What follows belongs to an exercise in optimizing a design on an open flow for small area, a short achievable clock period and few clock cycles per item; a production flow would make more cautious choices. Power figures rest on the tool's default switching activity, not on a simulated workload.

==> module DIV, before the edit <==
module DIV (
  input clock, reset,
  input flush,
  output in_ready,
  input in_valid,
  input in_sign,
  input [31:0] in_a, in_b,
  input out_ready,
  output out_valid,
  output [31:0] out_quot,
  output [31:0] out_rem
);
  localparam [2:0] ST_IDLE = 3'd0, ST_PREP = 3'd1, ST_ITER = 3'd2, ST_FIX = 3'd3,
                   ST_DONE = 3'd4;
  reg [2:0] state;
  reg [31:0] r;      
  reg [32:0] e;      
  reg [31:0] q;
  reg [5:0] cnt;     
  reg bs, qs, rs;
  function automatic [5:0] clz32(input [31:0] x);
    reg [15:0] v1; reg [15:0] p1;
    reg [7:0] v2;  reg [15:0] p2;
    reg [3:0] v3;  reg [11:0] p3;
    reg [1:0] v4;  reg [7:0] p4;
    integer i;
    begin
      for (i = 0; i < 16; i = i + 1) begin
        v1[i] = x[2*i+1] | x[2*i];
        p1[i] = ~x[2*i+1];
      end
      for (i = 0; i < 8; i = i + 1) begin
        v2[i] = v1[2*i+1] | v1[2*i];
        p2[2*i+1] = ~v1[2*i+1];
        p2[2*i]   = v1[2*i+1] ? p1[2*i+1] : p1[2*i];
      end
      for (i = 0; i < 4; i = i + 1) begin
        v3[i] = v2[2*i+1] | v2[2*i];
        p3[3*i+2]  = ~v2[2*i+1];
        p3[3*i+:2] = v2[2*i+1] ? p2[4*i+2+:2] : p2[4*i+:2];
      end
      for (i = 0; i < 2; i = i + 1) begin
        v4[i] = v3[2*i+1] | v3[2*i];
        p4[4*i+3]  = ~v3[2*i+1];
        p4[4*i+:3] = v3[2*i+1] ? p3[6*i+3+:3] : p3[6*i+:3];
      end
      clz32[5] = ~(v4[1] | v4[0]);
      clz32[4] = ~v4[1] & v4[0];
      clz32[3:0] = v4[1] ? p4[7:4] : (p4[3:0] & {4{v4[0]}});
    end
  endfunction
  function automatic [31:0] cneg(input s, input [31:0] x);
    reg [31:0] p;
    begin
      p = x;
      p = p | (p << 1);
      p = p | (p << 2);
      p = p | (p << 4);
      p = p | (p << 8);
      p = p | (p << 16);
      cneg = x ^ ({32{s}} & {p[30:0], 1'b0});
    end
  endfunction
  function automatic [34:0] add35(input [34:0] a, input [34:0] b, input ci);
    reg [34:0] p, g, gg, pp, c;
    integer l, i, j;
    begin
      p = a ^ b;
      g = a & b;
      g[0] = g[0] | (p[0] & ci);
      gg = g; pp = p;
      for (l = 0; l < 6; l = l + 1)
        for (i = 34; i >= 0; i = i - 1)
          if (((i >> l) & 1) == 1) begin
            j = ((i >> l) << l) - 1;
            gg[i] = gg[i] | (pp[i] & gg[j]);
            pp[i] = pp[i] & pp[j];
          end
      c = {gg[33:0], ci};
      add35 = p ^ c;
    end
  endfunction
  wire st_idle = state == ST_IDLE;
  wire st_done = state == ST_DONE;
  assign in_ready = st_idle | (st_done & out_ready);
  assign out_valid = st_done;
  wire acc = in_ready & in_valid;
  wire in_as = in_a[31] & in_sign;
  wire in_bs = in_b[31] & in_sign;
  wire [31:0] absa = cneg(in_as, in_a);
  wire [31:0] bx = in_b ^ {32{in_bs}};
  wire [31:0] va = in_as ? {~in_a[30:0], 1'b1} : in_a;
  wire [6:0] sh = {1'b0, clz32(bx)} - {1'b0, clz32(va)};   
  reg [32:0] bsh;
  integer k;
  always @* begin
    bsh = {e[31:0], bs};
    for (k = 1; k < 6; k = k + 1)
      if (cnt[k]) bsh = (bsh << (1 << k)) | ({33{bs}} & ~({33{1'b1}} << (1 << k)));
  end
  wire cin = ~bs;
  wire [34:0] ex0 = {2'b11, e};
  wire [34:0] ex1 = {3'b111, e[32:1]};
  wire [34:0] ra = {3'b000, r};
  wire [34:0] d1 = add35(ra, ex0, cin);
  wire [34:0] d2 = add35(ra, ex1, cin);
  wire [34:0] cs_s = ra ^ ex0 ^ ex1;
  wire [34:0] cs_c = (ra & ex0) | (ra & ex1) | (ex0 & ex1);
  wire [34:0] d3 = add35(cs_s, {cs_c[33:0], cin}, cin);
  wire q1 = ~d1[34];
  wire q2 = q1 ? ~d3[34] : ~d2[34];
  wire [31:0] rn = q1 ? (q2 ? d3[31:0] : d1[31:0]) : (q2 ? d2[31:0] : r);
  always @(posedge clock) begin
    if (reset | flush) begin
      state <= ST_IDLE;
    end else if (acc) begin
      state <= sh[6] ? ST_DONE : ST_PREP;
      r <= sh[6] ? in_a : absa;
      e <= {1'b0, bx};
      q <= 32'b0;
      cnt <= sh[5:0];
      bs <= in_bs;
      qs <= (in_a[31] ^ in_b[31]) & in_sign;
      rs <= in_as;
    end else begin
      case (state)
        ST_PREP: begin
          e <= ~bsh;
          cnt <= {1'b0, cnt[5:1]};
          state <= ST_ITER;
        end
        ST_ITER: begin
          r <= rn;
          q <= {q[29:0], q1, q2};
          e <= {2'b11, e[32:2]};
          cnt <= cnt - 6'd1;
          if (cnt == 6'd0) state <= (qs | rs) ? ST_FIX : ST_DONE;
        end
        ST_FIX: begin
          q <= cneg(qs, q);
          r <= cneg(rs, r);
          state <= ST_DONE;
        end
        ST_DONE: begin
          if (out_ready) state <= ST_IDLE;
        end
        default: ;
      endcase
    end
  end
  assign out_quot = q;
  assign out_rem  = r;
endmodule
Settings: LEC_CHECK=0, CAP_MARGIN=20, CORE_MARGIN=2, CORE_UTILIZATION=40, SETUP_SLACK_MARGIN=3.0, SLEW_MARGIN=20; clock period 8.0 ns.
run.sh (not shown) runs the stock make flow with config.mk's settings and CLKGATE_MAP_FILE= SYNTH_SCRIPT=/design/flow/synth_recipe.tcl, a recipe that flattens the netlist after the stock synthesis.
Then changed:
--- a/flow/design.v
+++ b/flow/design.v
@@ -88,10 +88,9 @@
   wire in_as = in_a[31] & in_sign;
   wire in_bs = in_b[31] & in_sign;
   wire [31:0] absa = cneg(in_as, in_a);
   wire [31:0] bx = in_b ^ {32{in_bs}};
-  wire [31:0] va = in_as ? {~in_a[30:0], 1'b1} : in_a;
-  wire [6:0] sh = {1'b0, clz32(bx)} - {1'b0, clz32(va)};   
+  wire [6:0] sh = {1'b0, clz32(bx)} - {1'b0, clz32(absa)};   
   reg [32:0] bsh;
   integer k;
   always @* begin
     bsh = {e[31:0], bs};
Register-to-register slack degrades by 0.33 ns.
Total power is lower by 5.5%.
Worst setup slack degrades by 0.87 ns.
Combinational power is lower by about 7%.
Die area is higher by 1.6%.
Synthesized area is higher by 1.6%.
Non-clock buffer count is higher by 37.
No run of this note included a check of the RTL's function; only the layout flow was run.

[port drivers added, routing unchanged]
Ports are ideal in the flow. The routed layouts listed here were re-timed in OpenROAD.
Step 1, drivers: a clkbuf_16 drives clock and a buf_2 each remaining input, both assumed.
Step 2 moves the port delays by t, midway between the first and last clock arrival at a register: inputs arrive t later, outputs are due t later. That takes back most of the time a late clock gives input paths.
a / b / c = ideal / step 1 / step 2; a / b = the first two.
run | t, ns | slack for setup (ns) | worst setup path after step 2
the first run | 0.418 | 2.746 / 2.743 / 2.325 | input to register
the second run | 0.453 | 1.875 / 1.895 / 1.442 | input to register
After both steps setup and hold are still met in every run listed. For the second run, which loses most, drivers alone change the setup slack by +0.020 ns; drivers and shift together by -0.433 ns.
